What follows belongs to an exercise in optimizing a design on an open flow for small area; a production flow would make more cautious choices. Only simulation tests tie the RTL to the original design; equivalence was not proved. Power is estimated from default activity; no workload was simulated.

==> flow/design.v <==
module top(reset, clk, ps2clk, ps2data, hsync, vsync, red, green, blue);
input reset, clk;
input ps2clk, ps2data;
output hsync, vsync;
output [2:0] red, green, blue;
reg [1:0] hs;
reg [7:0] hb;
reg [8:0] V;       
reg       ven;     
wire      hw = &hb;
always @(posedge clk or posedge reset)
  if (reset) begin
    hs <= 2'd0; hb <= 8'd95; ven <= 1'b0; V <= 9'd0;
  end else begin
    hb <= hw ? ((hs == 2'd3) ? 8'd94 : 8'd43) : hb + 8'd1;
    if (hw) hs <= hs + 2'd1;
    ven <= (hs == 2'd0) && (hb == 8'd94);
    if (ven) V <= (V == 9'd449) ? 9'd0 : V + 9'd1;
  end
assign hsync = ~(hs == 2'd0 && hb >= 8'd111 && hb <= 8'd206);    
assign vsync = (V == 9'd12) || (V == 9'd13);
wire r1 = V > 9'd48  && V <= 9'd182;
wire r2 = V > 9'd182 && V <= 9'd315;
wire r3 = V > 9'd315 && V <= 9'd448;
reg [3:0] ps;
wire fe = (ps == 4'd8);
always @(posedge clk or posedge reset)
  if (reset) ps <= 4'd0;
  else if (ps2clk) ps <= (ps < 4'd4) ? ps + 4'd1 : (ps == 4'd4) ? 4'd4 : 4'd1;
  else ps <= (ps >= 4'd4 && ps < 4'd8) ? ps + 4'd1 : 4'd0;
reg [8:0] shift;
reg [3:0] cnt;
reg       f0, found, p;
wire      stop = cnt == 4'd10;
wire      good = ~shift[0] & ps2data & p;
wire [7:0] code = shift[8:1];
always @(posedge clk)
  if (fe && cnt < 4'd9) shift <= {ps2data, shift[8:1]};
always @(posedge clk or posedge reset)
  if (reset) begin
    cnt <= 4'd0; f0 <= 1'b0; found <= 1'b0; p <= 1'b0;
  end else begin
    found <= 1'b0;
    if (fe) begin
      p <= stop ? 1'b0 : p ^ ps2data;
      if (stop) begin
        cnt <= 4'd0;
        if (good) begin
          if (f0) begin f0 <= 1'b0; found <= 1'b1; end
          else if (code == 8'hF0) f0 <= 1'b1;
        end
      end else cnt <= cnt + 4'd1;
    end
  end
reg [3:0] zone;
reg       flag;
reg [22:0] counter;
reg [2:0] k;
reg [2:0] s0, s1, s2, s3, s4, s5, s6, s7, cc;
reg       zk;
reg [3:0] zv;
always @* begin
  zk = 1'b1;
  case (code)
    8'h15: zv = 4'b1000;
    8'h16: zv = 4'b0000;
    8'h1E: zv = 4'b0001;
    8'h26: zv = 4'b0010;
    8'h25: zv = 4'b0111;
    8'h2E: zv = 4'b1001;
    8'h36: zv = 4'b0011;
    8'h3D: zv = 4'b0110;
    8'h3E: zv = 4'b0101;
    8'h46: zv = 4'b0100;
    8'h35: zv = 4'b1010;
    8'h3C: zv = 4'b1011;
    8'h4B: zv = 4'b1100;
    default: begin zv = 4'bxxxx; zk = 1'b0; end
  endcase
end
reg       hit;
reg [2:0] ncol;
always @*
  case (code)
    8'h2D: begin hit = 1'b1; ncol = 3'b100; end
    8'h34: begin hit = 1'b1; ncol = 3'b010; end
    8'h24: begin hit = 1'b1; ncol = 3'b011; end
    8'h1D: begin hit = 1'b1; ncol = 3'b111; end
    8'h32: begin hit = 1'b1; ncol = 3'b001; end
    default: begin hit = 1'b0; ncol = 3'bxxx; end
  endcase
wire zQ = zone == 4'b1000;
wire zC = zone == 4'b1001;
wire zY = zone == 4'b1010;
wire zU = zone == 4'b1011;
wire zL = zone == 4'b1100;
wire [2:0] wslot = zone[2:0] + k;
wire       wr    = found & hit & ~zone[3];
wire       ldall = found & (zQ | zY | zU);
wire [7:0] ld    = ({8{wr}} & (8'd1 << wslot)) | {8{ldall}};
wire [2:0] dE    = zQ ? 3'b000 : zY ? 3'b111 : zU ? 3'b101 : ncol;
wire [2:0] dO    = zQ ? 3'b000 : zY ? 3'b011 : zU ? 3'b101 : ncol;
wire       ldc   = found & (zQ | zY | (zC & hit));
wire [2:0] dc    = zQ ? 3'b000 : zY ? 3'b011 : ncol;
wire        en    = !found && !flag;
wire        step  = en && (counter == 23'h4691b0);
wire [22:0] cnext = {counter[21:0], ~(counter[22] ^ counter[17])};
always @(posedge clk or posedge reset)
  if (reset) begin
    zone <= 4'b1000; flag <= 1'b1; counter <= 23'd0; k <= 3'd0;
    s0 <= 3'd0; s1 <= 3'd0; s2 <= 3'd0; s3 <= 3'd0;
    s4 <= 3'd0; s5 <= 3'd0; s6 <= 3'd0; s7 <= 3'd0; cc <= 3'd0;
  end else begin
    if (found & zk) zone <= zv;
    if (found & zQ) flag <= 1'b1;
    if (found & zL) flag <= 1'b0;
    if (en) counter <= step ? 23'd0 : cnext;
    if (found & (zY | zU)) k <= 3'd0;
    else if (step) k <= k + 3'd1;
    if (ld[0]) s0 <= dE;
    if (ld[1]) s1 <= dO;
    if (ld[2]) s2 <= dE;
    if (ld[3]) s3 <= dO;
    if (ld[4]) s4 <= dE;
    if (ld[5]) s5 <= dO;
    if (ld[6]) s6 <= dE;
    if (ld[7]) s7 <= dO;
    if (ldc) cc <= dc;
  end
reg [2:0] rpos;    
always @*
  case ({r1, r2, r3, hs})
    5'b10001: rpos = 3'd0;
    5'b10010: rpos = 3'd1;
    5'b10011: rpos = 3'd2;
    5'b01011: rpos = 3'd3;
    5'b00111: rpos = 3'd4;
    5'b00110: rpos = 3'd5;
    5'b00101: rpos = 3'd6;
    default:  rpos = 3'd7;
  endcase
wire inarea = (r1 | r2 | r3) & (hs != 2'd0);
wire centre = r2 & (hs == 2'd2);
wire [2:0] rslot = rpos + k;
reg  [2:0] rc;
always @*
  case (rslot)
    3'd0: rc = s0; 3'd1: rc = s1; 3'd2: rc = s2; 3'd3: rc = s3;
    3'd4: rc = s4; 3'd5: rc = s5; 3'd6: rc = s6; default: rc = s7;
  endcase
wire [2:0] col = !inarea ? 3'd0 : centre ? cc : rc;
wire snake = col == 3'b101;
assign red   = snake ? ~rslot : {3{col[2]}};
assign green = {3{col[1]}};
assign blue  = {3{col[0] & ~snake}};
endmodule
==> flow/run.sh <==
#!/bin/bash
# synth_recipe.tcl (not shown) runs the flow's synth.tcl, then flattens the netlist and writes it again
# the make line also repeats each setting of config.mk as NAME=value (left out here)
make -C /OpenROAD-flow-scripts/flow DESIGN_CONFIG=/design/flow/config.mk WORK_HOME=/design/flow/orfs CLKGATE_MAP_FILE= SYNTH_SCRIPT=/design/flow/synth_recipe.tcl finish
==> flow/config.mk <==
export PLATFORM = sky130hd
export DESIGN_NAME = top
export DESIGN_NICKNAME = top
export VERILOG_FILES = /design/flow/design.v
export SDC_FILE = /design/flow/constraint.sdc
export NUM_CORES = 4
export LEC_CHECK = 0
export CAP_MARGIN = 20
export CORE_MARGIN = 2
export CORE_UTILIZATION = 70
export CTS_BUF_LIST = sky130_fd_sc_hd__clkbuf_4 sky130_fd_sc_hd__clkbuf_8
export SLEW_MARGIN = 20
==> flow/constraint.sdc <==
create_clock -name core_clock -period 40.0 [get_ports {clk}]
set_input_delay 8.0000 -clock core_clock [delete_from_list [all_inputs] [get_ports {clk}]]
set_output_delay 8.0000 -clock core_clock [all_outputs]
set_load 0.01 [all_outputs]
==> reports/metrics.cfg, run 1 <==
[critical_path]
crit_fanout = 10
rrSetupSlack_ps = 37320
crit_type = reg2out
r2r-start = shift[2]
cp-end-kind = output port
r2r_end = cc[0]
cp_cell_sequence = or4_1, or3_1, a31oi_1, nand2b_1, o21ai_0, a211oi_1, fa_1, mux4_2, and3_1, o31ai_2, o211a_1, clkdlybuf4s50_1
critPathArrivalTime_ps = 5090
worst_path_max_delay_cell = fa_1
cp.required_ps = 32000
crit_path_start_kind = register
slowest_delay_ps = 650
cp_top_family = simple AND/OR/NAND/NOR gates
rr_worst_depth = 7
critPathBufInv = 1

[power_and_ir_drop]
powerDensity_mw_per_mm2 = 30.6
p_leak_nw = 2.56
ir_worst_vdd_uv = 23.4

[finish]
post-route-util_pct = 75.6
layout-drive-gt1-share_pct = 13.4
diodes = 0
syn2layout_area_growth_pct = 6.18
nets = 574

[clock_tree]
cts-root-buf = clkbuf_8
htreeDepth = 3
cts_buffers = 9
hold_buffers = 0
post_cts_buffers = 0
clk_pin_slew_ps = 90
clock_path_buffers = 2
cts_num_sinks = 98
clk_latency_ps = 380
cts_resized = 0
cts_tree = yes

[synthesis]
syn_area_mm2 = 0.00544
syn_nets = 574
yosys_warnings = 1
synth-seq-cells = 98
avgSynthCellArea_um2 = 9.82
ys.flop_type = dfrtp_1
ys_seq_area_share_pct = 46.1
synth_edf_count = 9
yosys.area.top_type_share_pct = 37.2
synthDistinctLibCells = 70
syn_inst = 554
post-synth-top-area-cell = dfrtp_1
synth_area_leaders = dfrtp_1 (37%), nand2_1 (7.7%), mux2_2 (5.2%), edfxtp_1 (5.0%), dfstp_2 (3.9%)
synthArstFlopShare_pct = 90.8

[global_routing]
grt_pass1_vias = 3815
grt_usage_pct = 25.8
grt_max_degree = 51
overflow = 0
antenna_found_initial = 0
grt_first_pass_wirelength_um = 17500

[floorplan]
initial_core_util_pct = 71.2
die_h_um = 92.2
num_io_pins = 15
die_width_um = 92.2
core_area_mm2 = 0.00765
dieArea_mm2 = 0.00850
core.rowCount = 32

[detailed_routing]
drt_iter0_markers = 195
antenna_left = 0
vias = 3995
routedWlPerCell_um = 15.1
viasPerCell = 6.04
drt_first_pass_iters = 4
drt-total-wl_um = 9990
drc_errors = 0

[sta]
period_share_pct = 32.7
max_freq_ghz = 0.0764
slew-limit-headroom_pct = 44.2
min_period_ps = 13090
fin_tns_setup_ps = 0
skew_ps = 15.9
setup_viol = 0
worst_slew_pin_slew_ps = 835
drv_slew = 0
hold_viol = 0
rsz0062_at_grt = no

[min_path]
hold_class = reg2reg
hold_end = p
hold_start = p
hold_path_depth = 1

[placed_design]
hpwl_um = 7060
place_congestion = 0.911
port_buffers = 14

[outcome]
status = timing/DRC/antenna clean

[flow_run]
drv_cap = 0

==> worst reg2reg max path, cell delays in order (launching register included) <==
cell      delay, ps
edfxtp_1        560
nand2b_1        260
or3_1           380
a211oi_2        340
a311o_1         360
nand2_1         100
a21o_1          230
mux2_1          330
==> sequential cells by signal, indices dropped and copies added (netlist names), 4 cells and up <==
register and flops:
counter 23, V 9, shift 9, hb 8, cnt 4, ps 4, zone 4
==> logic make-up after synthesis <==
kind of cell,Yosys count,synth area share (%)
adders and majority gates,16,3.95
AOI/OAI and AO/OA,103,13.1
muxes,38,8.97
xor gates and xnor gates,18,2.90
DFF,98,46.1
and+or+nand+nor,228,20.6
buffers and inverters,53,4.46
==> metal layers <==
| metal | global-route usage, % | part of all wire (%) | up-vias |
|---|---|---|---|
| li1 | - | - | 1951 |
| met1 | 36.8 | 48 | 1935 |
| met2 | 39.3 | 46 | 89 |
| met3 | 5.34 | 4.3 | 20 |
| met4 | 9.83 | 2.1 | 0 |
| met5 | 0 | 0 | - |
==> through the flow <==
step	hold slack (ps)	power, mW	std cells	instance area [µm²]	setup WS [ps]
finish	499	0.177	661	5780	26910
global route	524	0.185	661	5780	26560
CTS	504	0.178	661	5780	26900
detailed placement	477	0.116	645	5590	27330
global placement	465	0.116	645	5590	27490
floorplan	435	0.114	554	5440	28000
==> worst max-delay path by stage <==
| stage | start | end | slack [ps] | cells after the start |
|---|---|---|---|---|
| floorplan | V[2] | blue[1] | 28000 | 14 |
| global placement | V[2] | blue[1] | 27490 | 12 |
| detailed placement | V[2] | blue[2] | 27330 | 12 |
| CTS | V[2] | blue[2] | 26900 | 12 |
| global route | V[2] | blue[0] | 26560 | 12 |
| finish | V[2] | blue[2] | 26910 | 12 |
==> Yosys cell counts (all sizes together), types with 3 or more instances <==
cell and n:
inv 25, mux2 26, o21ai 24, a211oi 5, nand2 111, mux2i 6
nand4 8, nand2b 8, nor2b 7, mux4 6, nor3b 6, dfrtp 81
nor4 3, xnor2 13, edfxtp 9, o31ai 5, a21oi 20, a21o 5
or3 6, a31oi 19, a21boi 3, nor4b 4, ha 14, nor3 6
and3 9, buf 14, clkbuf 14, and4b 3, dfstp 8, nand3 11
xor2 5, nor2 33
==> power by group <==
group,total [mW],switching (mW),internal [mW]
Sequential,0.105,0.00261,0.102
Clock,0.0628,0.0357,0.0270
Combinational,0.00919,0.00549,0.00370
Total,0.177,0.0438,0.133
==> layout by cell type (no fill, tap or decap), types with 4 or more instances in the layout <==
cell,instances
nand2_1,111
dfrtp_1,81
nor2_1,33
mux2_2,25
o21ai_0,24
inv_1,24
a21oi_1,20
a31oi_1,18
ha_1,14
clkdlybuf4s50_1,14
xnor2_1,13
clkbuf_8,11
nand3_1,10
edfxtp_1,9
nand2b_1,8
nand4_1,8
dfstp_2,8
nor2b_1,7
and3_1,7
nor3b_1,6
or3_1,6
nor3_1,6
mux2i_1,6
mux4_2,6
xor2_1,5
a21o_1,4
nor4b_1,4
a211oi_1,4
==> cell type report <==
cell class                      instances  area (µm²)
Multi-Input combinational cell        403        2690
Sequential cell                        98        2510
Fill cell                             529        1870
Timing Repair Buffer                   17         163
Clock buffer                           11         151
Tap cell                              102         128
Inverter                               25        95.1
Clock inverter                          5        42.5
==> run 2: changes to the inputs <==
==> flow/flow/run.sh (new file) <==
#!/bin/bash
# Own layout flow: the standard flow with
#  - an area-oriented ABC script in synthesis (flow/synth.tcl, flow/area.abc),
#  - the smallest buffer on every port,
#  - clock tree synthesis without dummy loads.
set -euo pipefail
W=$PWD
export AREA_ABC_SCRIPT=$W/flow/area.abc
export FLOW_SYNTH_TCL=$W/synth_recipe.tcl
export BUFFER_PORTS_ARGS="-buffer_cell sky130_fd_sc_hd__buf_1"
export CTS_ARGS="-sink_clustering_enable -repair_clock_nets -dont_use_dummy_load -buf_list sky130_fd_sc_hd__clkbuf_8 -sink_clustering_size 50 -sink_clustering_max_diameter 200"
bash standard.sh SYNTH_SCRIPT=$W/flow/synth.tcl synth > $W/synth.log 2>&1
bash standard.sh SYNTH_SCRIPT=$W/flow/synth.tcl finish > $W/layout.log 2>&1
==> flow/flow/area.abc (new file) <==
strash
&get -n
&fraig -x
&put
scorr
dc2
strash
&get -n
&deepsyn -T 30
&put
strash
&get -n
&dch -f
&nf -a
&put
topo
dnsize
==> flow/flow/synth.tcl (new file) <==
# synth_recipe.tcl with an area-oriented ABC script for the technology mapping.
proc abc {args} {
  set new {}
  set i 0
  while {$i < [llength $args]} {
    set a [lindex $args $i]
    if {$a eq "-script"} {
      lappend new -script $::env(AREA_ABC_SCRIPT)
      incr i 2
    } elseif {$a eq "-D"} {
      lappend new -D 40000
      incr i 2
    } else {
      lappend new $a
      incr i
    }
  }
  yosys abc {*}$new
}
source $::env(FLOW_SYNTH_TCL)
==> flow/standard.sh (new file) <==
#!/bin/bash
# synth_recipe.tcl (not shown) runs the flow's synth.tcl, then flattens the netlist and writes it again
# the make line also repeats each setting of config.mk as NAME=value (left out here)
make -C /OpenROAD-flow-scripts/flow DESIGN_CONFIG=/design/flow/config.mk WORK_HOME=/design/flow/orfs CLKGATE_MAP_FILE= SYNTH_SCRIPT=/design/flow/synth_recipe.tcl "${@:-finish}"
--- a/flow/config.mk
+++ b/flow/config.mk
@@ -9,4 +9,3 @@
 export CORE_MARGIN = 2
 export CORE_UTILIZATION = 70
-export CTS_BUF_LIST = sky130_fd_sc_hd__clkbuf_4 sky130_fd_sc_hd__clkbuf_8
 export SLEW_MARGIN = 20
removed: flow/run.sh
==> reports/metrics.cfg, run 2 <==
[detailed_routing]
dr_wl_met3_um = 286  ; -33%
drt_iter0_markers = 192  ; -1.5%
drt_first_pass_iters = 4  ; unchanged
drt-total-wl_um = 8760  ; -12%
highest_layer = met4
routedWlPerCell_um = 15.7  ; +3.9%
vias = 3452  ; -14%
antenna_left = 0  ; unchanged
drc_errors = 0  ; unchanged
viasPerCell = 6.19  ; +2.4%
met1Wirelength_um = 4160  ; -12%
wl_met2_um = 4160  ; -9.6%

[clock_tree]
cts-root-buf = clkbuf_8
htreeDepth = 3  ; unchanged
cts_resized = 0  ; unchanged
hold_buffers = 0  ; unchanged
cts_num_sinks = 98  ; unchanged
clock_path_buffers = 2  ; unchanged
cts_buffers = 9  ; unchanged
cts_tree = yes
clk_pin_slew_ps = 90  ; about the same
clk_latency_ps = 370  ; about the same
post_cts_buffers = 0  ; unchanged

[outcome]
status = timing/DRC/antenna clean

[placed_design]
port_buffers = 14  ; unchanged
place_congestion = 0.847  ; -7.0%
hpwl_um = 6260  ; -11%

[floorplan]
die_width_um = 87.5  ; -5.1%
core.rowCount = 30  ; -6.3%
die_h_um = 87.5  ; -5.1%
core_area_mm2 = 0.00676  ; -12%
num_io_pins = 15  ; unchanged
dieArea_mm2 = 0.00766  ; -9.9%
initial_core_util_pct = 72.3  ; +1.1 points

[synthesis]
synth_most_common_cell = dfrtp_1
synth-seq-cells = 98  ; unchanged
synthDistinctLibCells = 48  ; -31%
ys_seq_area_share_pct = 51.4  ; +5.3 points
post-synth-top-area-cell = dfrtp_1
syn_area_mm2 = 0.00488  ; -10%
synth_edf_count = 9  ; unchanged
synth_area_leaders = dfrtp_1 (42%), mux2_1 (6.9%), edfxtp_1 (5.5%), nor2_1 (5.1%), dfstp_2 (4.3%)
yosys_warnings = 1  ; unchanged
syn_nets = 477  ; -17%
avgSynthCellArea_um2 = 10.7  ; +8.7%
synthArstFlopShare_pct = 90.8  ; unchanged
ys.flop_type = dfrtp_1
yosys.area.top_type_share_pct = 41.5  ; +4.3 points
syn_inst = 457  ; -18%
yosys-top-cells-count = dfrtp_1 (81), nor2_1 (66), nand2_1 (41)

[global_routing]
grt_max_degree = 90  ; +76%
grt_first_pass_wirelength_um = 15400  ; -12%
grt_pass1_vias = 3303  ; -13%
grt_usage_pct = 25.7  ; -0.041 points
antenna_found_initial = 0  ; unchanged
overflow = 0  ; unchanged

[flow_run]
drv_cap = 0  ; unchanged

[finish]
layout_common_cells = dfrtp_1 (81), nor2_1 (66), nand2_1 (41), a21oi_1 (31), mux2_1 (30)
largest_reg_flops = 23  ; unchanged
mostFrequentLayoutCell = dfrtp_1
nets = 500  ; -13%
layout-drive-gt1-share_pct = 5.65  ; -7.8 points
diodes = 0  ; unchanged
max_flop_register = counter
syn2layout_area_growth_pct = 5.56
largestRegisters = counter: 23 flops, V: 9 flops, shift: 9 flops

[sta]
worst_slew_pin_slew_ps = 947  ; +113 ps
period_share_pct = 32.0  ; -0.78 points
skew_ps = 25.5  ; +9.64 ps
setup_viol = 0  ; unchanged
hold_viol = 0  ; unchanged
fin_tns_setup_ps = 0  ; unchanged
drv_slew = 0  ; unchanged
rsz0062_at_grt = no
min_period_ps = 12780  ; -310 ps
fin_hold_ws_ps = 487  ; -12.2 ps
slew-limit-headroom_pct = 36.6  ; -7.5 points
max_freq_ghz = 0.0782  ; +2.4%

[critical_path]
critPathArrivalTime_ps = 4780  ; -310 ps
crit_fanout = 7  ; -3
cp_cell_sequence = and3_1, a311o_1, a311o_1, a21oi_1, nor2_1, o21ai_0, ha_1, clkinv_1, fa_1, mux4_2, mux2i_1, a211oi_1, a211oi_1, a31o_1, buf_1
rr_worst_depth = 9  ; +2
cp.required_ps = 32000  ; about the same
slowest_delay_ps = 790  ; +140 ps
crit_path_start_kind = register
cp-end-kind = output port
worst_path_max_delay_cell = fa_1
crit_type = reg2out

[power_and_ir_drop]
ir_worst_vdd_uv = 27.5  ; +17%
switching_share_pct = 22.6  ; -2.1 points
powerDensity_mw_per_mm2 = 31.6  ; +3.1%
p_sw_mw = 0.0369  ; -16%
p_leak_nw = 2.36  ; -8.1%
p_clk_share_pct = 30.7  ; -4.8 points
internal_power_mw = 0.126  ; -5.4%
combPwrFrac_pct = 4.8  ; -0.4 points
seqPwrFrac_pct = 64.6  ; +5.3 points

[min_path]
hold_class = reg2reg
hold_path_depth = 2  ; +1

-- run 2: cell types whose count changed after synthesis, sizes merged, moves of 11 or more --
cell / delta
nand2: -70
nor2: +33
inv: -25
clkinv: +16
clkbuf: -14
a31oi: -12
a21oi: +11
-- run 2: final cells by class --
cell class	instances	area, µm²
Tap cell	80	100
Fill cell	460	1600
Clock buffer	9	124
Timing Repair Buffer	16	71.3
Multi-Input combinational cell	339	2290
Sequential cell	98	2510
Inverter	16	61.3
-- run 2: per-stage QoR --
step / cell area, µm² / instances / util (%) / power, mW / worst slack, ps
after floorplan: 4880 / 457 / - / 0.113 / 28130
final: 5150 / 558 / 76.3 / 0.163 / 27220
after global placement: 5020 / 549 / 74.3 / 0.114 / 27830
after CTS: 5140 / 558 / 76.1 / 0.164 / 27250
after global routing: 5150 / 558 / 76.3 / 0.171 / 26930
after detailed placement: 5020 / 549 / 74.3 / 0.115 / 27650
-- run 2: worst max-delay path, delay by kind of cell (launching register included) --
kind            cells  cell delay, ps
flops               1             440
compound gates      7            1780
buf+inv             2             220
simple gates        2             300
fa+ha+maj           2             970
mux                 2             720
-- run 2: cells by family (layout without fill, tap and decap cells) --
logic type                 Yosys count  in the layout  synth area share, %
AOI/OAI and AO/OA                   83             83                 10.8
xor gates and xnor gates            17             17                 3.05
adders and majority gates           16             16                 4.41
buffers and inverters               20             41                 1.85
DFF                                 98             98                 51.4
muxes                               41             41                 10.7
and+or+nand+nor                    182            182                 17.9
-- run 2: metal layers --
metal | track usage [%] | up-vias
li1 | - | 1675
met1 | 37.8 | 1692
met2 | 39.3 | 72
met3 | 3.98 | 13
met4 | 9.79 | 0
met5 | 0 | -
-- run 2: power by group through the flow --
stage                     sequential [mW]  combinational, mW  clock, mW
after detailed placement            0.107            0.00789          0
after global placement              0.107            0.00762          0
after global routing                0.106            0.00954     0.0554
after CTS                           0.105            0.00797     0.0508
after floorplan                     0.106            0.00622          0
final                               0.105            0.00774     0.0499
-- run 2: worst paths after layout --
check                      startpoint     endpoint  slack, ps
min in group asynchronous       reset  counter[11]       7790
min                              flag         flag        490
max in group asynchronous       reset      zone[0]      31640
min reg2reg                      flag         flag        490
max                              V[2]       red[2]      27220
max reg2reg                  shift[6]        s3[2]      37340
==> run 3: changes to the inputs <==
--- a/flow/flow/run.sh
+++ b/flow/flow/run.sh
@@ -9,5 +9,5 @@
 export FLOW_SYNTH_TCL=$W/synth_recipe.tcl
 export BUFFER_PORTS_ARGS="-buffer_cell sky130_fd_sc_hd__buf_1"
-export CTS_ARGS="-sink_clustering_enable -repair_clock_nets -dont_use_dummy_load -buf_list sky130_fd_sc_hd__clkbuf_8 -sink_clustering_size 50 -sink_clustering_max_diameter 200"
+export CTS_ARGS="-sink_clustering_enable -repair_clock_nets -dont_use_dummy_load -buf_list sky130_fd_sc_hd__clkbuf_8 -sink_clustering_size 25 -sink_clustering_max_diameter 60"
 bash standard.sh SYNTH_SCRIPT=$W/flow/synth.tcl synth > $W/synth.log 2>&1
 bash standard.sh SYNTH_SCRIPT=$W/flow/synth.tcl finish > $W/layout.log 2>&1
==> reports/metrics.cfg, run 3 <==
[outcome]
status = timing/DRC/antenna clean

[clock_tree]
cts_resized = 0  ; unchanged
clk_pin_slew_ps = 90  ; about the same
htreeDepth = 3  ; unchanged
cts_buffers = 9  ; unchanged
hold_buffers = 0  ; unchanged
cts-root-buf = clkbuf_8
post_cts_buffers = 0  ; unchanged
clk_latency_ps = 370  ; about the same
clock_path_buffers = 2  ; unchanged
cts_tree = yes
cts_num_sinks = 98  ; unchanged

[synthesis]
synth_area_leaders = dfrtp_1 (42%), mux2_1 (6.9%), edfxtp_1 (5.5%), nor2_1 (5.1%), dfstp_2 (4.3%)
syn_inst = 457  ; unchanged
synth_edf_count = 9  ; unchanged
post-synth-top-area-cell = dfrtp_1
avgSynthCellArea_um2 = 10.7  ; unchanged
syn_area_mm2 = 0.00488  ; unchanged
ys_seq_area_share_pct = 51.4  ; unchanged
yosys_warnings = 1  ; unchanged
yosys-top-cells-count = dfrtp_1 (81), nor2_1 (66), nand2_1 (41)
ys.flop_type = dfrtp_1
yosys.area.top_type_share_pct = 41.5  ; unchanged
synth_most_common_cell = dfrtp_1
synthDistinctLibCells = 48  ; unchanged
synth-seq-cells = 98  ; unchanged
synthArstFlopShare_pct = 90.8  ; unchanged
syn_nets = 477  ; unchanged

[sta]
rsz0062_at_grt = no
drv_slew = 0  ; unchanged
fin_hold_ws_ps = 487  ; unchanged
fin_tns_setup_ps = 0  ; unchanged
min_period_ps = 12780  ; unchanged
max_freq_ghz = 0.0782  ; unchanged
hold_viol = 0  ; unchanged
setup_viol = 0  ; unchanged
skew_ps = 25.5  ; unchanged
fin_ws_ps = 27220  ; unchanged
slew-limit-headroom_pct = 36.6  ; unchanged
period_share_pct = 32.0  ; unchanged
worst_slew_pin_slew_ps = 947  ; unchanged

[flow_run]
drv_cap = 0  ; unchanged

[power_and_ir_drop]
powerDensity_mw_per_mm2 = 31.6  ; unchanged
p_leak_nw = 2.36  ; unchanged
combPwrFrac_pct = 4.8  ; about the same
seqPwrFrac_pct = 64.6  ; about the same
p_sw_mw = 0.0369  ; unchanged
totalPowerFinal_mw = 0.163  ; unchanged
switching_share_pct = 22.6  ; unchanged
internal_power_mw = 0.126  ; unchanged
p_clk_share_pct = 30.7  ; about the same
ir_worst_vdd_uv = 27.5  ; unchanged

[critical_path]
crit_path_start_kind = register
critPathArrivalTime_ps = 4780  ; about the same
crit_type = reg2out
crit_fanout = 7  ; unchanged
cp.required_ps = 32000  ; about the same
cp-end-kind = output port

[floorplan]
dieArea_mm2 = 0.00766  ; unchanged
die_h_um = 87.5  ; unchanged
num_io_pins = 15  ; unchanged
initial_core_util_pct = 72.3  ; unchanged
core_area_mm2 = 0.00676  ; unchanged
core.rowCount = 30  ; unchanged
die_width_um = 87.5  ; unchanged

[detailed_routing]
drt_first_pass_iters = 4  ; unchanged
drt-total-wl_um = 8760  ; unchanged
drc_errors = 0  ; unchanged
routedWlPerCell_um = 15.7  ; unchanged
viasPerCell = 6.19  ; unchanged
vias = 3452  ; unchanged
antenna_left = 0  ; unchanged
drt_iter0_markers = 192  ; unchanged

[finish]
syn2layout_area_growth_pct = 5.56  ; unchanged
multiInputGateArea_mm2 = 0.00229  ; unchanged
layout_common_cells = dfrtp_1 (81), nor2_1 (66), nand2_1 (41), a21oi_1 (31), mux2_1 (30)
layout-drive-gt1-share_pct = 5.65  ; unchanged
largestRegisters = counter: 23 flops, V: 9 flops, shift: 9 flops
fin_area_mm2 = 0.00515  ; unchanged
largest_reg_flops = 23  ; unchanged
max_flop_register = counter
post-route-util_pct = 76.3  ; unchanged
mostFrequentLayoutCell = dfrtp_1
diodes = 0  ; unchanged
seqCellArea_mm2 = 0.00251  ; unchanged
nets = 500  ; unchanged
fillCellCount = 460  ; unchanged
final_cells = 558  ; unchanged

[placed_design]
place_congestion = 0.847  ; unchanged
placed_cells = 549  ; unchanged
postPlaceCellArea_mm2 = 0.00502  ; unchanged
place_ws_ps = 27650  ; unchanged
port_buffers = 14  ; unchanged
hpwl_um = 6260  ; unchanged

[global_routing]
antenna_found_initial = 0  ; unchanged
grt_pass1_vias = 3303  ; unchanged
grt_first_pass_wirelength_um = 15400  ; unchanged
grt_usage_pct = 25.7  ; unchanged
grt_max_degree = 90  ; unchanged
overflow = 0  ; unchanged

[min_path]
hold_class = reg2reg

[run 3: cell counts in the layout (fill, tap and decap cells not counted)]
No cell type changed its count.
[run 3: kinds of logic after synthesis]
kind of cell,after synthesis,synth area share [%]
xor+xnor,17,3.05
mux,41,10.7
compound gates,83,10.8
simple gates,182,17.9
flops,98,51.4
fa+ha+maj,16,4.41
buf+inv,20,1.85
[run 3: layout make-up]
class | instances | share of cell area (%)
sequential | 98 | 48.7
multi-input combinational | 339 | 44.4
clock buffer | 9 | 2.40
tap | 80 | 1.94
timing repair buffer | 16 | 1.38
inverter | 16 | 1.19
[run 3: path summary, 6_finish.rpt]
check	startpoint	end	slack, ps	cells after the start
setup / recovery	V[2]	red[2]	27220	15
hold / removal	flag	flag	490	2
setup reg to reg	shift[6]	s3[2]	37340	9
hold reg to reg	flag	flag	490	2
max in group asynchronous	reset	zone[0]	31640	3
min in group asynchronous	reset	counter[11]	7790	3
[run 3: power groups by stage]
stage	sequential (mW)	clock, mW	combinational [mW]
after global routing	0.106	0.0554	0.00954
after floorplan	0.106	0	0.00622
after CTS	0.105	0.0508	0.00797
after detailed placement	0.107	0	0.00789
final	0.105	0.0499	0.00774
after global placement	0.107	0	0.00762
[run 3: metal layers]
| layer | share of wire [%] | global-route usage, % | wire length, µm | vias up |
|---|---|---|---|---|
| li1 | - | - | - | 1675 |
| met5 | 0 | 0 | 0 | - |
| met1 | 47 | 37.8 | 4160 | 1692 |
| met2 | 47 | 39.3 | 4160 | 72 |
| met4 | 1.8 | 9.79 | 157 | 0 |
| met3 | 3.3 | 3.98 | 286 | 13 |
[run 3: critical path, stage by stage, from the launching register on]
cell      delay (ps)
dfrtp_1          440
and3_1           250
a311o_1          380
a311o_1          370
a21oi_1          220
nor2_1            50
o21ai_0           80
ha_1             180
clkinv_1          70
fa_1             790
mux4_2           560
mux2i_1          160
a211oi_1         150
a211oi_1         420
a31o_1           160
buf_1            150
==> run 4: changes to the inputs <==
--- a/flow/design.v
+++ b/flow/design.v
@@ -6,21 +6,24 @@
 reg [1:0] hs;
 reg [7:0] hb;
-reg [8:0] V;       
-reg       ven;     
+reg [1:0] vs;
+reg [7:0] vb;
 wire      hw = &hb;
+wire      vw = &vb;
 always @(posedge clk or posedge reset)
   if (reset) begin
-    hs <= 2'd0; hb <= 8'd95; ven <= 1'b0; V <= 9'd0;
+    hs <= 2'd0; hb <= 8'd95; vs <= 2'd0; vb <= 8'd206;
   end else begin
     hb <= hw ? ((hs == 2'd3) ? 8'd94 : 8'd43) : hb + 8'd1;
     if (hw) hs <= hs + 2'd1;
-    ven <= (hs == 2'd0) && (hb == 8'd94);
-    if (ven) V <= (V == 9'd449) ? 9'd0 : V + 9'd1;
+    if (hs == 2'd0 && hb == 8'd95) begin
+      vb <= vw ? ((vs == 2'd3) ? 8'd206 : (vs == 2'd0) ? 8'd122 : 8'd123) : vb + 8'd1;
+      if (vw) vs <= vs + 2'd1;
+    end
   end
-assign hsync = ~(hs == 2'd0 && hb >= 8'd111 && hb <= 8'd206);    
-assign vsync = (V == 9'd12) || (V == 9'd13);
-wire r1 = V > 9'd48  && V <= 9'd182;
-wire r2 = V > 9'd182 && V <= 9'd315;
-wire r3 = V > 9'd315 && V <= 9'd448;
+assign hsync = ~(hs == 2'd0 && hb >= 8'd111 && hb <= 8'd206);
+assign vsync = (vs == 2'd0) && (vb == 8'd219 || vb == 8'd220);
+wire r1 = vs == 2'd1;
+wire r2 = vs == 2'd2;
+wire r3 = vs == 2'd3;
 reg [3:0] ps;
 wire fe = (ps == 4'd8);
@@ -31,5 +34,6 @@
 reg [8:0] shift;
 reg [3:0] cnt;
-reg       f0, found, p;
+reg       f0, p;
+wire      found = cnt == 4'd11;    
 wire      stop = cnt == 4'd10;
 wire      good = ~shift[0] & ps2data & p;
@@ -39,7 +43,7 @@
 always @(posedge clk or posedge reset)
   if (reset) begin
-    cnt <= 4'd0; f0 <= 1'b0; found <= 1'b0; p <= 1'b0;
+    cnt <= 4'd0; f0 <= 1'b0; p <= 1'b0;
   end else begin
-    found <= 1'b0;
+    if (found) cnt <= 4'd0;
     if (fe) begin
       p <= stop ? 1'b0 : p ^ ps2data;
@@ -47,5 +51,5 @@
         cnt <= 4'd0;
         if (good) begin
-          if (f0) begin f0 <= 1'b0; found <= 1'b1; end
+          if (f0) begin f0 <= 1'b0; cnt <= 4'd11; end
           else if (code == 8'hF0) f0 <= 1'b1;
         end
==> reports/metrics.cfg, run 4 <==
[flow_run]
drv_cap = 0  ; unchanged

[critical_path]
r2r_end = s5[1]
cp-end-kind = output port
cp.required_ps = 32000  ; about the same
cp_cell_sequence = clkinv_1, ha_1, or3_1, o21ai_0, nor2_1, o21ai_0, ha_1, clkinv_1, fa_1, xnor2_1, xor2_1, nand3_1, nand4_1, a31o_1, nor2_1, nor3_1, buf_1
rrSetupSlack_ps = 37120  ; -220 ps
r2r-start = shift[4]
crit_path_start_kind = register
rr_worst_depth = 8  ; -1
slowest_delay_ps = 740  ; -50 ps
critPathArrivalTime_ps = 4500  ; -280 ps
worst_path_max_delay_cell = xor2_1
crit_fanout = 13  ; +6
crit_type = reg2out

[synthesis]
syn_nets = 540  ; +13%
yosys-top-cells-count = nand2_1 (88), dfrtp_1 (75), nor2_1 (33)
synth_edf_count = 9  ; unchanged
yosys_warnings = 1  ; unchanged
ys_seq_area_share_pct = 49.4  ; -2.0 points
synth_area_leaders = dfrtp_1 (37%), dfstp_2 (6.8%), nand2_1 (6.6%), mux2_1 (5.8%), ha_1 (5.5%)
syn_area_mm2 = 0.00504  ; +3.2%
yosys.area.top_type_share_pct = 37.3  ; -4.3 points
syn_inst = 512  ; +12%
avgSynthCellArea_um2 = 9.84  ; -7.9%
synthDistinctLibCells = 50  ; +4.2%
synth-seq-cells = 97  ; -1.0%
synthArstFlopShare_pct = 90.7  ; -0.095 points
synth_most_common_cell = nand2_1
ys.flop_type = dfrtp_1
post-synth-top-area-cell = dfrtp_1

[clock_tree]
cts_num_sinks = 97  ; -1.0%
cts_tree = yes
clk_latency_ps = 360  ; about the same
htreeDepth = 3  ; unchanged
post_cts_buffers = 0  ; unchanged
hold_buffers = 0  ; unchanged
cts-root-buf = clkbuf_8
clk_pin_slew_ps = 60  ; -30 ps
clock_path_buffers = 2  ; unchanged
cts_resized = 0  ; unchanged
cts_buffers = 9  ; unchanged

[finish]
layout-drive-gt1-share_pct = 4.69  ; -0.96 points
syn2layout_area_growth_pct = 5.64  ; about the same
layout_common_cells = nand2_1 (88), dfrtp_1 (75), nor2_1 (33), a21oi_1 (31), nand3_1 (27)
max_flop_register = counter
largestRegisters = counter: 23 flops, shift: 9 flops
largest_reg_flops = 23  ; unchanged
nets = 563  ; +13%
fillCellCount = 455  ; -1.1%
diodes = 0  ; unchanged
mostFrequentLayoutCell = nand2_1

[power_and_ir_drop]
p_leak_nw = 2.38  ; +1.0%
ir_worst_vdd_uv = 26.7  ; -2.7%
seqPwrFrac_pct = 61.3  ; -3.3 points
powerDensity_mw_per_mm2 = 36.1  ; +14%
combPwrFrac_pct = 13.3  ; +8.5 points
totalPowerFinal_mw = 0.192  ; +18%
internal_power_mw = 0.139  ; +11%
p_clk_share_pct = 25.4  ; -5.3 points
p_sw_mw = 0.0527  ; +43%
switching_share_pct = 27.5  ; +4.8 points

[floorplan]
num_io_pins = 15  ; unchanged
die_width_um = 88.8  ; +1.5%
core.rowCount = 30  ; unchanged
core_area_mm2 = 0.00687  ; +1.7%
initial_core_util_pct = 73.3  ; +1.1 points
dieArea_mm2 = 0.00789  ; +3.0%
die_h_um = 88.8  ; +1.5%

[sta]
slew-limit-headroom_pct = 30.9  ; -5.7 points
hold_viol = 0  ; unchanged
skew_ps = 28.2  ; +2.61 ps
worst_slew_pin_slew_ps = 1030  ; +84.8 ps
min_period_ps = 12500  ; -280 ps
fin_tns_setup_ps = 0  ; unchanged
rsz0062_at_grt = no
period_share_pct = 31.3  ; -0.70 points
max_freq_ghz = 0.0800  ; +2.2%
setup_viol = 0  ; unchanged
drv_slew = 0  ; unchanged

[detailed_routing]
vias = 3798  ; +10%
antenna_left = 0  ; unchanged
viasPerCell = 6.04  ; -2.4%
routedWlPerCell_um = 15.0  ; -4.3%
drt_iter0_markers = 177  ; -7.8%
drc_errors = 0  ; unchanged
drt_first_pass_iters = 4  ; unchanged
drt-total-wl_um = 9460  ; +7.9%

[global_routing]
grt_pass1_vias = 3535  ; +7.0%
grt_usage_pct = 26.1  ; +0.41 points
antenna_found_initial = 0  ; unchanged
grt_first_pass_wirelength_um = 16000  ; +4.0%
overflow = 0  ; unchanged
grt_max_degree = 89  ; -1.1%

[min_path]
hold_class = reg2reg
hold_start = cc[2]
hold_path_depth = 2  ; unchanged
hold_end = cc[2]

[outcome]
status = timing/DRC/antenna clean

[placed_design]
port_buffers = 14  ; unchanged
hpwl_um = 6810  ; +8.7%
place_congestion = 0.869  ; +2.7%

run 4: power by group through the flow:
stage | registers (mW) | logic [mW] | clock network [mW]
after CTS | 0.118 | 0.0257 | 0.0495
after detailed placement | 0.120 | 0.0255 | 0
after floorplan | 0.117 | 0.0202 | 0
after global placement | 0.119 | 0.0242 | 0
after global routing | 0.119 | 0.0297 | 0.0534
final | 0.118 | 0.0255 | 0.0488
run 4: layout make-up:
class                   instances  area [µm²]  area share, %
clock buffers                   9         124           2.33
inverters                      24        91.3           1.72
multi-input cells             387        2430           45.6
flip-flops and latches         97        2490           46.8
well taps                      96         120           2.26
repair buffers                 16        68.8           1.29
run 4: worst max-delay path by stage:
stage,from,end,slack (ps),depth (start not counted)
floorplan,hs[0],blue[1],28270,17
global placement,hs[0],red[2],28170,17
detailed placement,hs[0],red[2],27890,17
CTS,hs[0],blue[1],27520,17
global route,vs[1],blue[0],27130,17
finish,hs[0],blue[1],27500,17
run 4: logic make-up (layout without fill, tap and decap cells):
family / Yosys count / count (layout) / share of synthesized area (%)
multiplexers: 26 / 26 / 5.81
AND/OR/NAND/NOR: 229 / 229 / 22.4
AO/OA/AOI/OAI: 90 / 90 / 10.7
XOR/XNOR: 18 / 18 / 3.13
buffers and inverters: 28 / 49 / 2.38
flip-flops: 97 / 97 / 49.4
adder cells (fa/ha/maj): 24 / 24 / 6.26
run 4: metrics by stage:
stage / worst slack [ps] / util (%) / cell area, µm² / instances / hold WS (ps)
global placement: 28170 / 75.5 / 5190 / 619 / 454
finish: 27500 / 77.5 / 5320 / 629 / 480
floorplan: 28270 / - / 5040 / 512 / 440
CTS: 27520 / 77.3 / 5310 / 628 / 483
global route: 27130 / 77.5 / 5320 / 629 / 510
detailed placement: 27890 / 75.5 / 5190 / 619 / 463
run 4: metal layers:
layer  track usage (%)  routed length [µm]  vias up
li1                  -                   -     1856
met1              35.9                4380     1850
met2              42.4                4590       73
met3              3.73                 293       19
met4              10.3                 193        0
met5                 0                   0        -
run 4: worst max-delay path: cells and delay by family, from the launching register on:
family                     cells  cell delay (ps)
adders and majority gates      3              830
AOI/OAI and AO/OA              3              410
DFF                            1              430
buffers and inverters          3              390
xor gates and xnor gates       2             1000
and+or+nand+nor                6             1100
==> run 5: changes to the inputs <==
==> flow/flow/run.sh (replaced) <==
#!/bin/bash
# Own layout flow: the standard flow with
#  - an area-oriented ABC script in synthesis (flow/synth.tcl, flow/area.abc),
#    with adders left to ABC (no ORFS adder or Kogge-Stone carry mapping),
#  - the smallest buffer on every port,
#  - clock tree synthesis without dummy loads.
set -euo pipefail
W=$PWD
export AREA_ABC_SCRIPT=$W/flow/area.abc
export FLOW_SYNTH_TCL=$W/synth_recipe.tcl
export SYNTH_OPERATIONS_ARGS="-noshare"
export BUFFER_PORTS_ARGS="-buffer_cell sky130_fd_sc_hd__buf_1"
export CTS_ARGS="-sink_clustering_enable -repair_clock_nets -dont_use_dummy_load -buf_list sky130_fd_sc_hd__clkbuf_8 -sink_clustering_size 25 -sink_clustering_max_diameter 60"
bash standard.sh SYNTH_SCRIPT=$W/flow/synth.tcl ADDER_MAP_FILE= synth > $W/synth.log 2>&1
bash standard.sh SYNTH_SCRIPT=$W/flow/synth.tcl ADDER_MAP_FILE= finish > $W/layout.log 2>&1
==> flow/flow/area.abc (replaced) <==
strash
&get -n
&fraig -x
&put
scorr
dc2
strash
&get -n
&deepsyn -T 30
&put
strash
&get -n
&dch -f
&nf -a -F 10 -A 10
&put
mfs3 -ae -K 8 -H 6 -R 4
strash
&get -n
&dch -f
&nf -a -F 10 -A 10
&put
mfs3 -ae -K 8 -H 6 -R 4
mfs3 -aer -K 8 -H 6 -R 4
strash
&get -n
&dch -f
&nf -a -F 10 -A 10
&put
mfs3 -ae -K 8 -H 6 -R 4
topo
dnsize
==> reports/metrics.cfg, run 5 <==
[synthesis]
yosys_warnings = 1  ; unchanged

[outcome]
lastStage = 1_2_yosys
error = ERROR: ABC failed with status 6
status = stopped before the end

==> run 6: changes to the inputs <==
==> flow/flow/area.abc (replaced) <==
strash
&get -n
&fraig -x
&put
scorr
dc2
strash
&get -n
&deepsyn -T 30
&put
strash
&get -n
&dch -f
&nf -a -F 10 -A 10
&put
mfs3 -ae -K 8 -H 6 -R 4
topo
dnsize
==> reports/metrics.cfg, run 6 <==
[floorplan]
die_width_um = 84.9
num_io_pins = 15
core_area_mm2 = 0.00635
dieArea_mm2 = 0.00721
die_h_um = 84.9
core.rowCount = 29
initial_core_util_pct = 72.2

[synthesis]
syn_nets = 463
synth_edf_count = 9
synth_area_leaders = dfrtp_1 (41%), dfstp_2 (7.4%), mux2_1 (7.4%), nor2_1 (7.1%), edfxtp_1 (5.9%)
synthDistinctLibCells = 40
avgSynthCellArea_um2 = 9.99
yosys-top-cells-count = nor2_1 (87), dfrtp_1 (75), nand2_1 (52)
synth-seq-cells = 97
yosys_warnings = 1  ; unchanged
ys_seq_area_share_pct = 54.3
post-synth-top-area-cell = dfrtp_1
syn_inst = 459
syn_area_mm2 = 0.00459
yosys.area.top_type_share_pct = 40.9
ys.flop_type = dfrtp_1
synthArstFlopShare_pct = 90.7
synth_most_common_cell = nor2_1

[sta]
worst_slew_pin_slew_ps = 752
fin_hold_ws_ps = 489
drv_slew = 0
min_period_ps = 12260
hold_viol = 0
rsz0062_at_grt = no
max_freq_ghz = 0.0816
period_share_pct = 30.7
setup_viol = 0
slew-limit-headroom_pct = 49.8
fin_tns_setup_ps = 0
skew_ps = 17.8

[finish]
max_flop_register = counter
diodes = 0
fillCellCount = 427
layout-drive-gt1-share_pct = 5.42
mostFrequentLayoutCell = nor2_1
largest_reg_flops = 23
nets = 486
layout_common_cells = nor2_1 (87), dfrtp_1 (75), nand2_1 (52), mux2_1 (30), o21ai_0 (25)
largestRegisters = counter: 23 flops, shift: 9 flops
syn2layout_area_growth_pct = 5.84

[critical_path]
critical_path_depth = 16
cp.required_ps = 32000
rr_worst_depth = 11
crit_fanout = 7
startpoint = hs[0]
r2r-start = hb[0]
r2r_end = vs[1]
slowest_delay_ps = 440
critPathArrivalTime_ps = 4260
rrSetupSlack_ps = 36710
cp_cell_sequence = and2_0, nor2_1, o21a_1, or3_1, nand2_1, a21oi_1, nor2_1, nand2b_1, a21oi_1, xnor2_1, a31oi_1, a22oi_1, clkinv_1, o211ai_1, o41ai_1, buf_1
endpoint = red[1]
cp-end-kind = output port
crit_path_start_kind = register
crit_type = reg2out
worst_path_max_delay_cell = xnor2_1
critPathBufInv = 2
cp_top_family = simple AND/OR/NAND/NOR gates

[power_and_ir_drop]
internal_power_mw = 0.125
seqPwrFrac_pct = 65.3
powerDensity_mw_per_mm2 = 33.1
switching_share_pct = 22.3
p_leak_nw = 2.07
ir_worst_vdd_uv = 28.6
p_sw_mw = 0.0359
combPwrFrac_pct = 4.4
p_clk_share_pct = 30.2

[global_routing]
grt_max_degree = 89
antenna_found_initial = 0
grt_first_pass_wirelength_um = 15400
overflow = 0
grt_usage_pct = 26.8
grt_pass1_vias = 3389

[clock_tree]
post_cts_buffers = 0
clk_pin_slew_ps = 70
clk_latency_ps = 360
cts_num_sinks = 97
cts_resized = 0
cts-root-buf = clkbuf_8
cts_tree = yes
cts_buffers = 9
htreeDepth = 3
clock_path_buffers = 2
hold_buffers = 0

[detailed_routing]
vias = 3448
drt_iter0_markers = 203
drc_errors = 0
drt-total-wl_um = 8810
antenna_left = 0
routedWlPerCell_um = 15.8
viasPerCell = 6.19
drt_first_pass_iters = 5

[outcome]
status = timing/DRC/antenna clean

[min_path]
hold_class = reg2reg
hold_start = s2[0]

[placed_design]
place_congestion = 0.940
hpwl_um = 6210
port_buffers = 14

[flow_run]
drv_cap = 0

==> run 6: power groups by stage <==
stage / Clock (mW) / Sequential (mW) / Combinational, mW
after global placement: 0 / 0.106 / 0.00699
final: 0.0485 / 0.105 / 0.00714
after detailed placement: 0 / 0.107 / 0.00727
after floorplan: 0 / 0.106 / 0.00578
after CTS: 0.0500 / 0.105 / 0.00727
after global routing: 0.0535 / 0.105 / 0.00862
==> run 6: per-layer routing <==
metal	GRT usage [%]	share of wire, %
met5	0	0
met4	13.7	2.8
met3	4.57	4.5
met2	42.2	49
met1	36.3	44
==> run 6: area by class of cell <==
| class | instances | area (µm²) | area share, % |
|---|---|---|---|
| clock buffer | 9 | 124 | 2.55 |
| timing repair buffer | 16 | 71.3 | 1.47 |
| sequential | 97 | 2490 | 51.3 |
| inverter | 10 | 38.8 | 0.799 |
| multi-input combinational | 348 | 2030 | 41.9 |
| tap | 77 | 96.3 | 1.99 |
==> run 6: worst register-to-register path: stages (launching register included) <==
cell     delay (ps)
dfstp_2         560
nand2_1          90
nor2_1          240
nand3_1         120
nor4b_1         590
and3_1          280
and2_0          240
and3_1          260
and3_1          250
nand2_1         170
a21o_1          250
o21ai_0         150
==> run 6: through the flow <==
stage	util [%]	worst slack [ps]	power, mW	area, µm²	std cells
floorplan	-	28550	0.112	4590	459
global placement	74.3	28380	0.113	4720	548
detailed placement	74.3	28180	0.114	4720	548
CTS	76.3	27780	0.162	4840	557
global route	76.4	27200	0.167	4850	557
finish	76.4	27740	0.160	4850	557
==> run 6: worst min path at each step <==
stage | slack [ps] | endpoint | cells after the start
after floorplan | 450 | hb[0] | 1
after global placement | 470 | counter[18] | 1
after detailed placement | 480 | vb[6] | 2
after CTS | 490 | vb[6] | 2
after global routing | 510 | hb[0] | 1
final | 490 | s2[0] | 1
==> run 6: kinds of logic after synthesis <==
logic type | Yosys count | synth area share, %
muxes | 33 | 8.02
xor gates and xnor gates | 18 | 3.44
DFF | 97 | 54.3
AOI/OAI and AO/OA | 90 | 12.5
buffers and inverters | 14 | 1.47
and+or+nand+nor | 207 | 20.3
==> run 7: changes to the inputs <==
--- a/flow/flow/run.sh
+++ b/flow/flow/run.sh
@@ -1,5 +1,6 @@
 #!/bin/bash
 # Own layout flow: the standard flow with
-#  - an area-oriented ABC script in synthesis (flow/synth.tcl, flow/area.abc),
+#  - area-oriented ABC scripts in synthesis, the smallest result kept
+#    (flow/synth.tcl, flow/area*.abc),
 #    with adders left to ABC (no ORFS adder or Kogge-Stone carry mapping),
 #  - the smallest buffer on every port,
@@ -7,5 +8,5 @@
 set -euo pipefail
 W=$PWD
-export AREA_ABC_SCRIPT=$W/flow/area.abc
+export AREA_ABC_SCRIPTS="$W/flow/area1.abc $W/flow/area2.abc $W/flow/area3.abc $W/flow/area4.abc"
 export FLOW_SYNTH_TCL=$W/synth_recipe.tcl
 export SYNTH_OPERATIONS_ARGS="-noshare"
==> flow/flow/area1.abc (new file) <==
strash
&get -n
&fraig -x
&put
scorr
dc2
strash
&get -n
&deepsyn -T 30
&put
strash
&get -n
&dch -f
&nf -a -F 10 -A 10
&put
mfs3 -ae -K 8 -H 6 -R 4
strash
&get -n
&dch -f
&nf -a -F 10 -A 10
&put
mfs3 -ae -K 8 -H 6 -R 4
strash
&get -n
&dch -f
&nf -a -F 10 -A 10
&put
mfs3 -ae -K 8 -H 6 -R 4
topo
dnsize
==> flow/flow/area2.abc (new file) <==
strash
&get -n
&fraig -x
&put
scorr
dc2
strash
&get -n
&deepsyn -T 60
&put
strash
&get -n
&dch -f
&nf -a -F 10 -A 10
&put
mfs3 -ae -K 8 -H 6 -R 4
strash
&get -n
&dch -f
&nf -a -F 10 -A 10
&put
mfs3 -ae -K 8 -H 6 -R 4
strash
&get -n
&dch -f
&nf -a -F 10 -A 10
&put
mfs3 -ae -K 8 -H 6 -R 4
strash
&get -n
&dch -f
&nf -a -F 10 -A 10
&put
mfs3 -ae -K 8 -H 6 -R 4
strash
&get -n
&dch -f
&nf -a -F 10 -A 10
&put
mfs3 -ae -K 8 -H 6 -R 4
topo
dnsize
==> flow/flow/area3.abc (new file) <==
strash
&get -n
&fraig -x
&put
scorr
dc2
strash
&get -n
&deepsyn -T 30
&put
strash
&get -n
&dch -f
&nf -a -F 10 -A 10
&put
mfs3 -ae -K 8 -H 6 -R 4
topo
dnsize
==> flow/flow/area4.abc (new file) <==
strash
&get -n
&fraig -x
&put
scorr
dc2
strash
&get -n
&deepsyn -T 30
&put
strash
&get -n
&dch -f
&nf -a
&put
topo
dnsize
==> flow/flow/synth.tcl (replaced) <==
# synth_recipe.tcl with area-oriented technology mapping. The logic that
# ORFS hands to ABC is saved, and ABC is run on it once per script in
# AREA_ABC_SCRIPTS, each in a yosys process of its own (a script that fails
# there is skipped). The smallest mapped result replaces the design; if
# every script fails, the standard ABC call runs instead.
proc abc {args} {
  set std $args
  set rest {}
  set i 0
  while {$i < [llength $args]} {
    set a [lindex $args $i]
    if {$a eq "-script" || $a eq "-D"} {
      incr i 2
    } else {
      lappend rest $a
      incr i
    }
  }
  set dir $::env(OBJECTS_DIR)/area_abc
  file mkdir $dir
  yosys write_rtlil $dir/pre.il
  set lib [lindex $::env(LIB_FILES) 0]
  set best ""
  set best_area 1e12
  set n 0
  foreach s $::env(AREA_ABC_SCRIPTS) {
    incr n
    set ys $dir/try$n.ys
    set fh [open $ys w]
    puts $fh "read_rtlil $dir/pre.il"
    puts $fh "abc -script $s -D 40000 [join $rest { }]"
    puts $fh "write_rtlil $dir/try$n.il"
    puts $fh "tee -q -o $dir/try$n.stat stat -liberty $lib"
    close $fh
    if {[catch {exec $::env(YOSYS_EXE) -q -l $dir/try$n.log -s $ys} err]} {
      puts "area abc: $s failed"
      continue
    }
    set fh [open $dir/try$n.stat r]
    set txt [read $fh]
    close $fh
    if {![regexp {Chip area for module [^:]*: ([0-9.]+)} $txt -> a]} {
      puts "area abc: $s gave no area"
      continue
    }
    puts "area abc: $s gives $a"
    if {$a < $best_area} {
      set best_area $a
      set best $dir/try$n.il
    }
  }
  if {$best eq ""} {
    yosys abc {*}$std
  } else {
    puts "area abc: keeping $best ($best_area)"
    yosys design -reset
    yosys read_rtlil $best
  }
}
source $::env(FLOW_SYNTH_TCL)
removed: flow/flow/area.abc
==> reports/metrics.cfg, run 7 <==
[critical_path]
critPathArrivalTime_ps = 4390  ; +130 ps
cp-end-kind = output port
cp_cell_sequence = a21oi_1, or3_1, a211o_1, nand2_1, nor2_1, nor3_1, a21oi_1, xnor2_1, mux2i_1, mux2_1, o211ai_1, o31ai_1, buf_1
worst_path_max_delay_cell = nor3_1
cp.required_ps = 32000  ; about the same
crit_path_start_kind = register
crit_type = reg2out
slowest_delay_ps = 730  ; +290 ps
critPathBufInv = 1  ; -1
cp_common_cell = a21oi_1
crit_fanout = 9  ; +2
cp_top_family = simple AND/OR/NAND/NOR gates

[sta]
setup_viol = 0  ; unchanged
fin_hold_ws_ps = 464  ; -25.0 ps
drv_slew = 0  ; unchanged
min_period_ps = 12390  ; +132 ps
period_share_pct = 31.0  ; +0.33 points
worst_slew_pin_slew_ps = 999  ; +247 ps
skew_ps = 27.9  ; +10.0 ps
max_freq_ghz = 0.0807  ; -1.1%
hold_viol = 0  ; unchanged
slew-limit-headroom_pct = 32.5  ; -17 points
rsz0062_at_grt = no
fin_tns_setup_ps = 0  ; unchanged

[detailed_routing]
drt-total-wl_um = 8420  ; -4.3%
drc_errors = 0  ; unchanged
drt_first_pass_iters = 5  ; unchanged
antenna_left = 0  ; unchanged
routedWlPerCell_um = 15.9  ; +0.73%
vias = 3317  ; -3.8%
drt_iter0_markers = 200  ; -1.5%
viasPerCell = 6.27  ; +1.3%

[clock_tree]
cts-root-buf = clkbuf_8
cts_tree = yes
clk_pin_slew_ps = 90  ; +20 ps
post_cts_buffers = 0  ; unchanged
cts_resized = 0  ; unchanged
htreeDepth = 3  ; unchanged
cts_num_sinks = 97  ; unchanged
cts_buffers = 9  ; unchanged
clk_latency_ps = 350  ; about the same
hold_buffers = 0  ; unchanged
clock_path_buffers = 2  ; unchanged

[synthesis]
yosys-top-cells-count = dfrtp_1 (75), nand2_1 (59), nor2_1 (40)
post-synth-top-area-cell = dfrtp_1
syn_area_mm2 = 0.00453  ; -1.1%
yosys.area.top_type_share_pct = 41.4  ; +0.47 points
ys_seq_area_share_pct = 54.9  ; +0.63 points
synthDistinctLibCells = 40  ; unchanged
ys.flop_type = dfrtp_1
synthArstFlopShare_pct = 90.7  ; unchanged
synth-seq-cells = 97  ; unchanged
synth_edf_count = 9  ; unchanged
syn_inst = 431  ; -6.1%
synth_most_common_cell = dfrtp_1
yosys_warnings = 1  ; unchanged
syn_nets = 435  ; -6.0%
synth_area_leaders = dfrtp_1 (41%), mux2_1 (9.7%), dfstp_2 (7.5%), edfxtp_1 (6.0%), nand2_1 (4.9%)
avgSynthCellArea_um2 = 10.5  ; +5.3%

[power_and_ir_drop]
ir_worst_vdd_uv = 29.6  ; +3.4%
powerDensity_mw_per_mm2 = 33.6  ; +1.6%
p_leak_nw = 2.03  ; -2.0%

[floorplan]
core_area_mm2 = 0.00631  ; -0.57%
num_io_pins = 15  ; unchanged
die_h_um = 84.5  ; -0.55%
die_width_um = 84.5  ; -0.55%
initial_core_util_pct = 71.8  ; -0.42 points
dieArea_mm2 = 0.00714  ; -1.1%
core.rowCount = 29  ; unchanged

[finish]
layout_common_cells = dfrtp_1 (75), nand2_1 (59), nor2_1 (40), mux2_1 (39)
nets = 458  ; -5.8%
mostFrequentLayoutCell = dfrtp_1
diodes = 0  ; unchanged
largest_reg_flops = 23  ; unchanged
layout-drive-gt1-share_pct = 5.75  ; +0.34 points
max_flop_register = counter
syn2layout_area_growth_pct = 5.91  ; about the same
largestRegisters = counter: 23 flops, shift: 9 flops

[global_routing]
overflow = 0  ; unchanged
grt_pass1_vias = 3175  ; -6.3%
grt_usage_pct = 25.8  ; -1.1 points
grt_first_pass_wirelength_um = 14700  ; -4.1%
grt_max_degree = 89  ; unchanged
antenna_found_initial = 0  ; unchanged

[placed_design]
port_buffers = 14  ; unchanged
place_congestion = 0.945  ; +0.47%
hpwl_um = 6060  ; -2.3%

[min_path]
hold_class = reg2reg

[outcome]
status = timing/DRC/antenna clean

[flow_run]
drv_cap = 0  ; unchanged

## run 7: final timing paths
path	startpoint	endpoint	slack, ps	cells past startpoint
worst max-delay path	hs[0]	red[1]	27610	13
worst min-delay path	hb[0]	hb[0]	460	1
worst max register to register	hb[0]	vb[0]	36550	12
worst min register to register	hb[0]	hb[0]	460	1
max in group asynchronous	reset	zone[1]	31660	3
min in group asynchronous	reset	counter[6]	7830	3
## run 7: through the flow
step	utilization (%)	area, µm²	setup WS, ps	power (mW)	instances
after floorplan	-	4530	28520	0.112	431
after global placement	73.9	4670	28250	0.114	520
after detailed placement	74.0	4670	28070	0.115	520
after CTS	76.0	4800	27670	0.162	529
after global routing	76.0	4800	27250	0.168	529
final	76.0	4800	27610	0.161	529
## run 7: final cells by class
cell class / instances / area [µm²]
flip-flops and latches: 97 / 2490
multi-input cells: 322 / 1990
fillers: 438 / 1510
clock buffers: 9 / 124
well taps: 77 / 96.3
repair buffers: 16 / 71.3
inverters: 8 / 31.3
## run 7: routing by layer
| layer | global-route usage, % | wire length [µm] | share of wire (%) | vias up |
|---|---|---|---|---|
| li1 | - | - | - | 1614 |
| met1 | 34.9 | 3940 | 47 | 1608 |
| met2 | 43.1 | 4020 | 48 | 84 |
| met3 | 5.31 | 346 | 4.1 | 11 |
| met4 | 6.78 | 114 | 1.4 | 0 |
| met5 | 0 | 0 | 0 | - |
## run 7: power breakdown
part / switching (mW) / internal, mW / leakage [nW]
logic: 0.00524 / 0.00270 / 0.782
registers: 0.00307 / 0.102 / 1.19
clock network: 0.0281 / 0.0202 / 0.0647
total: 0.0364 / 0.125 / 2.03
## run 7: kinds of logic after synthesis
| kind of cell | Yosys count | share of synthesized area [%] |
|---|---|---|
| and+or+nand+nor | 165 | 16.6 |
| AOI/OAI and AO/OA | 97 | 13.4 |
| DFF | 97 | 54.9 |
| muxes | 42 | 10.4 |
| xor gates and xnor gates | 18 | 3.48 |
| buffers and inverters | 12 | 1.32 |
## run 7: worst register-to-register path: cells and delay by family (launching register included)
kind	cells	cell delay [ps]
AOI/OAI and AO/OA	1	190
and+or+nand+nor	10	2460
DFF	1	550
xor gates and xnor gates	1	190

==> static timing again, ports no longer ideal <==
Ports are ideal in the flow. The routed layouts listed here were re-timed in OpenROAD.
Step 1, drivers: a clkbuf_16 drives clk and a buf_2 each remaining input, both assumed.
Step 2 also shifts input and output timing later by t, the mid clock arrival at the registers, as if the neighbouring blocks saw the same clock.
Slacks: ideal / step 1 / step 2; pairs: ideal / step 1.
| run | t, ns | setup WS [ns] | slew at the worst register clock pin (ns) | worst data-port slew with drivers (ns) |
|---|---|---|---|---|
| run 1 | 0.401 | 26.907 / 26.875 / 27.277 | 0.10 / 0.10 | 0.03 |
| run 2 | 0.381 | 27.218 / 27.188 / 27.569 | 0.10 / 0.10 | 0.03 |
| run 3 | 0.381 | 27.218 / 27.188 / 27.569 | 0.10 / 0.10 | 0.03 |
| run 4 | 0.373 | 27.497 / 27.469 / 27.842 | 0.10 / 0.10 | 0.03 |
| run 6 | 0.380 | 27.738 / 27.707 / 28.087 | 0.09 / 0.09 | 0.03 |
| run 7 | 0.368 | 27.606 / 27.574 / 27.943 | 0.09 / 0.09 | 0.03 |
After both steps setup and hold are still met in every run listed.
